Background: an optimization exercise with open tools, aiming at small area and a short achievable clock period. Do not read the settings as production practice.
No run shown here included a check of the RTL's function; only the layout flow was run.
Power and IR drop assume default switching activity.

## flow/design.v (module list and top-level ports; edited modules follow where they fit)
// module Convolution: 2019 lines
// module fa: 4 lines
module Convolution(
    input clk,
    input rst_n,
    input in_valid,
    input weight_valid,
    input [7:0] In_IFM_1,
    input [7:0] In_IFM_2,
    input [7:0] In_IFM_3,
    input [7:0] In_IFM_4,
    input [7:0] In_IFM_5,
    input [7:0] In_IFM_6,
    input [7:0] In_IFM_7,
    input [7:0] In_IFM_8,
    input [7:0] In_IFM_9,
    input [7:0] In_Weight_1,
    input [7:0] In_Weight_2,
    input [7:0] In_Weight_3,
    input [7:0] In_Weight_4,
    input [7:0] In_Weight_5,
    input [7:0] In_Weight_6,
    input [7:0] In_Weight_7,
    input [7:0] In_Weight_8,
    input [7:0] In_Weight_9,
    output reg out_valid,
    output reg [20:0] Out_OFM
);
  // ...
==> flow/run.sh <==
#!/bin/bash
# synth_recipe.tcl (not shown) runs the flow's synth.tcl, then flattens the netlist and writes it again
# the make line also repeats each setting of config.mk as NAME=value (left out here)
make -C /OpenROAD-flow-scripts/flow DESIGN_CONFIG=/design/flow/config.mk WORK_HOME=/design/flow/orfs CLKGATE_MAP_FILE= SYNTH_SCRIPT=/design/flow/synth_recipe.tcl finish
==> flow/config.mk <==
export PLATFORM = sky130hd
export DESIGN_NAME = Convolution
export DESIGN_NICKNAME = Convolution
export VERILOG_FILES = /design/flow/design.v
export SDC_FILE = /design/flow/constraint.sdc
export NUM_CORES = 4
export LEC_CHECK = 0
export CAP_MARGIN = 20
export CORE_MARGIN = 2
export CORE_UTILIZATION = 40
export SETUP_SLACK_MARGIN = 3.25
export SLEW_MARGIN = 20
export SYNTH_HIERARCHICAL = 1
export SYNTH_MINIMUM_KEEP_SIZE = 0
==> flow/constraint.sdc <==
create_clock -name core_clock -period 5.5 [get_ports {clk}]
set_input_delay 1.1000 -clock core_clock [delete_from_list [all_inputs] [get_ports {clk}]]
set_output_delay 1.1000 -clock core_clock [all_outputs]
set_load 0.01 [all_outputs]
==> results.yml, run 1 <==
synthesis:
  ys.warnings.count: 7
  dominant_combinational_cell_family_by_area_after_synthesis: "adder cells"
  netlist_top_cells_count: "sky130_fd_sc_hd__nor2_1 (581), sky130_fd_sc_hd__fa_1 (549), sky130_fd_sc_hd__dfxtp_1 (502), sky130_fd_sc_hd__inv_1 (145), sky130_fd_sc_hd__clkbuf_1 (144)"
  synth_compound_gate_area_share: 0.00530
  netlist_instances: 2062
  synthesis.nets: 2768
  yosys.area.top_type_share: 0.405
cells_and_area:
  mostFrequentLayoutCell: "sky130_fd_sc_hd__nor2_1"
  layout.nonclk_buf_frac: 0.0510
  utilization: 0.469
  clk_share: 0.0697
  layout.cells.most_common_list: "sky130_fd_sc_hd__nor2_1 (581), sky130_fd_sc_hd__fa_1 (549), sky130_fd_sc_hd__dfxtp_1 (501)"
timing:
  worstMarginPinSlew_ps: 1060
  min_period_over_period: 0.402
  final.hold.worst_slack_ps: 324
critical_path:
  crit_path_end: "Out_OFM[8]"
  critical-path-slowest-cell: "sky130_fd_sc_hd__dfxtp_1"
  criticalPathCategory: "flip-flop to primary output"
  cp_cell_sequence: "clkdlybuf4s15_2"
  cp_top_family: "flip-flops"
  endpoint_kind: "primary output"
global_routing:
  globalRouteMet1Util: 0.278
  grt_pass1_wl_um: 112000
  groute.layer.met3.usage: 0.0637
cts:
  worst_setup_hold_path_clk_slew_ps: 60
  postCtsSetupBuffers: 0
placed_design:
  detailedPlace.worstSlack_ps: 3140
  numPlacedInstances: 2958
route:
  route.vias.total: 14900
  route.antenna.remaining_nets: 0
  routed_via_density: 4.84
outcome:
  run_status: "no timing/DRC/antenna violations"
floorplan:
  starting_density: 0.404
  io_pins: 170
  die_area_um2: 70000
  die_w_um: 265
pwr:
  finalPower_mw: 17.1
  pg_seq_mw: 6.80
==> run 2: changes to the inputs <==
==> flow/flow/run.sh (new file) <==
#!/bin/bash
# Standard ORFS layout, with plain buf_1 cells as the port buffers (the resizer
# may upsize them) instead of the delay-buffer cells buffer_ports picks itself.
set -euo pipefail
bash standard.sh finish "BUFFER_PORTS_ARGS=-buffer_cell sky130_fd_sc_hd__buf_1" > orfs_flow.log 2>&1
==> flow/standard.sh (new file) <==
#!/bin/bash
# synth_recipe.tcl (not shown) runs the flow's synth.tcl, then flattens the netlist and writes it again
# the make line also repeats each setting of config.mk as NAME=value (left out here)
make -C /OpenROAD-flow-scripts/flow DESIGN_CONFIG=/design/flow/config.mk WORK_HOME=/design/flow/orfs CLKGATE_MAP_FILE= SYNTH_SCRIPT=/design/flow/synth_recipe.tcl "${@:-finish}"
removed: flow/run.sh
==> results.yml, run 2 <==
cells_and_area:
  final_layout_size_suffix_gt1_frac: 0.0495
  utilization: 0.454
  area_growth_pct: 12.2
  layout.cells.most_common_list: "sky130_fd_sc_hd__nor2_1 (581), sky130_fd_sc_hd__fa_1 (549), sky130_fd_sc_hd__dfxtp_1 (502)"
  registers.top_by_ff_count: "Out_OFM"
  mostFrequentLayoutCell: "sky130_fd_sc_hd__nor2_1"
  finish.net_count: 2860
  n_antenna_cell: 0
  max_ffs_per_register: 20
  filler_cell_count: 5976
global_routing:
  grt_usage: 0.221
  grt_antenna_before_repair: 2
  gr-total-overflow: 0
  number_of_global_route_vias_before_repair: 17800
  grt_pass1_wl_um: 112000
  grt_max_degree: 43
critical_path:
  worstPathBufferInverterCount: 1
  cp_data_required_time_ps: 4400
  crit_arrival_ps: 1060
  timing.reg2reg.setup_slack_ps: 3340
  cp_top_family: "flip-flops"
  crit_path_max_incr_delay_ps: 360
  critical-path-slowest-cell: "sky130_fd_sc_hd__dfrtp_1"
  criticalPathCategory: "flip-flop to primary output"
  path_max_fanout: 1
  endpoint_kind: "primary output"
  cp_cell_sequence: "buf_1"
  crit_path_start_kind: "flip-flop"
floorplan:
  die-height_um: 265
  die_w_um: 265
  io_pins: 170
  placementRows: 95
  starting_density: 0.404
  die_area_um2: 70000
  core_area_um2: 67200
cts:
  postCtsResizedCells: 0
  worst_setup_hold_path_clk_slew_ps: 60
  clock_net_sink_count: 580
  ctsHoldBuffers: 0
  worst_skew_pair.late_latency_ps: 600
  postCtsSetupBuffers: 0
  tritoncts: "yes"
  htreeDepth: 3
  clock_tree.root_cell: "sky130_fd_sc_hd__clkbuf_16"
  cts-buffers-inserted: 66
  cts-root-to-sink-buffers: 3
placed_design:
  post-dp-hpwl_um: 59900
  finalWeightedCongestion: 0.927
  place.port_buffers: 168
pwr:
  ir_drop_mv: 0.214
  total_leakage_power_nw: 13.2
  power_density_nw_per_um2: 554
  finalPower_mw: 16.9
timing:
  fin_worst_skew_ps: 24.9
  min_period_over_period: 0.393
  report.final.hold_viol_count: 0
  final.hold.worst_slack_ps: 324
  final-max-slew-violation-count: 0
  worstMarginPinSlew_ps: 763
  rsz_0062_raised_after_global_routing: "false"
  timing.fmax_mhz: 462
  setup_violations: 0
  period_needed_ps: 2160
  max_slew_margin: 0.491
  totalNegativeSetupSlack_ps: 0
route:
  routed_wl_um: 74300
  drt_first_pass_iters: 5
  routed_via_density: 4.95
  route.vias.total: 15200
  route.antenna.remaining_nets: 0
  drc: 0
  detailedRoute.firstIterationViolations: 1129
  detail_route.wl_per_cell_um: 24.2
synthesis:
  netlist_top_cells_count: "sky130_fd_sc_hd__nor2_1 (581), sky130_fd_sc_hd__fa_1 (549), sky130_fd_sc_hd__dfxtp_1 (502), sky130_fd_sc_hd__inv_1 (145), sky130_fd_sc_hd__clkbuf_1 (144)"
  netlist_instances: 2062
  synth.area.top_cells: "sky130_fd_sc_hd__fa_1 (40%), sky130_fd_sc_hd__dfxtp_1 (37%), sky130_fd_sc_hd__nor2_1 (8.0%), sky130_fd_sc_hd__edfxtp_1 (8.0%), sky130_fd_sc_hd__inv_1 (2.0%)"
  postSynth.asyncResetShare: 0.0103
  synth.ff_latch_count: 580
  mappedNetlistArea_um2: 27200
  synth.yosys.seq_area_share: 0.455
  synth_enable_flop_cells: 72
  yosys.area.top_type_share: 0.405
  ys.warnings.count: 7
  synth.largest_area_cell: "sky130_fd_sc_hd__fa_1"
  yosysMostFrequentCell: "sky130_fd_sc_hd__nor2_1"
  postSynth.topFlopCell: "sky130_fd_sc_hd__dfxtp_1"
  syn_avg_cell_area_um2: 13.2
  synthesis.nets: 2768
  post_synth_num_cell_types: 35
worst_hold_path:
  hold_path.class: "flip-flop to flip-flop"
job:
  maxCapViolCount: 0
outcome:
  run_status: "no timing/DRC/antenna violations"
==> run 2: changes by cell type in the layout (fill, tap and decap cells not counted), moves of 4 or more <==
cell	change
sky130_fd_sc_hd__buf_1	+167
sky130_fd_sc_hd__clkdlybuf4s50_1	-146
sky130_fd_sc_hd__buf_2	-16
sky130_fd_sc_hd__clkbuf_16	-5
sky130_fd_sc_hd__clkdlybuf4s15_2	-5
sky130_fd_sc_hd__clkbuf_1	-4
sky130_fd_sc_hd__clkbuf_8	+4
sky130_fd_sc_hd__clkinv_2	-4
sky130_fd_sc_hd__inv_6	+4
==> run 2: worst reg2reg max path, delay by kind of cell (launching register included) <==
family                   cells  cell delay, ps
flip-flops                   1             710
adder cells (fa/ha/maj)      2            1170
AND/OR/NAND/NOR              1             150
==> run 2: cell families (layout without fill, tap and decap cells) <==
kind of cell / count (synthesis) / count (layout) / synth area share
AOI/OAI and AO/OA: 20 / 20 / 0.00530
xor gates and xnor gates: 15 / 15 / 0.00484
adders and majority gates: 558 / 558 / 0.409
buffers and inverters: 290 / 431 / 0.0402
DFF: 580 / 580 / 0.455
other: 1 / 1 / 0.000138
and+or+nand+nor: 598 / 598 / 0.0854
==> run 2: layer usage <==
metal | track usage | vias to the layer above | share of wire
li1 | - | 6282 | -
met1 | 0.284 | 8011 | 0.40
met2 | 0.373 | 737 | 0.49
met3 | 0.0377 | 203 | 0.070
met4 | 0.0898 | 0 | 0.038
met5 | 0 | - | 0
==> run 2: path summary, 6_finish.rpt <==
path / from / endpoint / cells after the start
setup / recovery: out_valid / out_valid / 1
setup reg to reg: wn2[5] / r0_169 / 3
hold / removal: r1_5 / r2_5 / 0
hold reg to reg: r1_5 / r2_5 / 0
min in group asynchronous: rst_n / out_valid / 1
max in group asynchronous: rst_n / vpipe[2] / 1
==> run 2: layout make-up <==
type,instances,area (um2),area share
Clock buffer,93,1910,0.0625
Clock inverter,24,223,0.00731
Inverter,145,544,0.0179
Multi-Input combinational cell,1192,13700,0.450
Sequential cell,580,12400,0.406
Tap cell,873,1090,0.0358
Timing Repair Buffer,169,642,0.0211
==> run 2: stage by stage <==
stage                     area, um2  setup slack [ps]  std cells
final                         30500              3340       3076
after global routing          30500              3280       3076
after CTS                     30500              3270       3076
after detailed placement      28300              2940       2959
after global placement        28300              2990       2959
after floorplan               27200              3610       2062
==> run 2: modules after synthesis, one instance, submodules excluded <==
module       copies in the design  area [um2]  cells inside  flops+latches
Convolution                     1       16200          1513            580
fa                            549        20.0             1              0
==> run 2: where the power goes <==
group	internal, mW	switching [mW]
Combinational	2.66	3.08
Sequential	5.76	1.04
Clock	2.56	1.78
Total	11.0	5.90

[re-timing with driven ports]
In the flow no input, the clock included, has a driving cell. The finished layouts below were timed again as built, in two steps.
Step 1 assumes that a clkbuf_16 drives the clock port and a buf_2 every other input.
Step 2 adds t to the input delays and takes it off the output delays; t is the mean of the earliest and latest rising clock arrival at the registers after step 1. Input paths then give back, and output paths get back, about the clock's delay inside the block.
Three values: no drivers, after step 1, after step 2; two values: the first two.
| run | t (ns) | slack for setup (ns) | worst register clock-pin slew, ns |
|---|---|---|---|
| run 1 | 0.649 | 3.290 / 3.233 / 3.131 | 0.07 / 0.07 |
| run 2 | 0.651 | 3.338 / 3.278 / 2.970 | 0.06 / 0.06 |
After both steps every run listed still meets setup and hold. The setup slack of run 2, which loses most, moves by -0.060 ns with the drivers and by -0.368 ns with both steps.
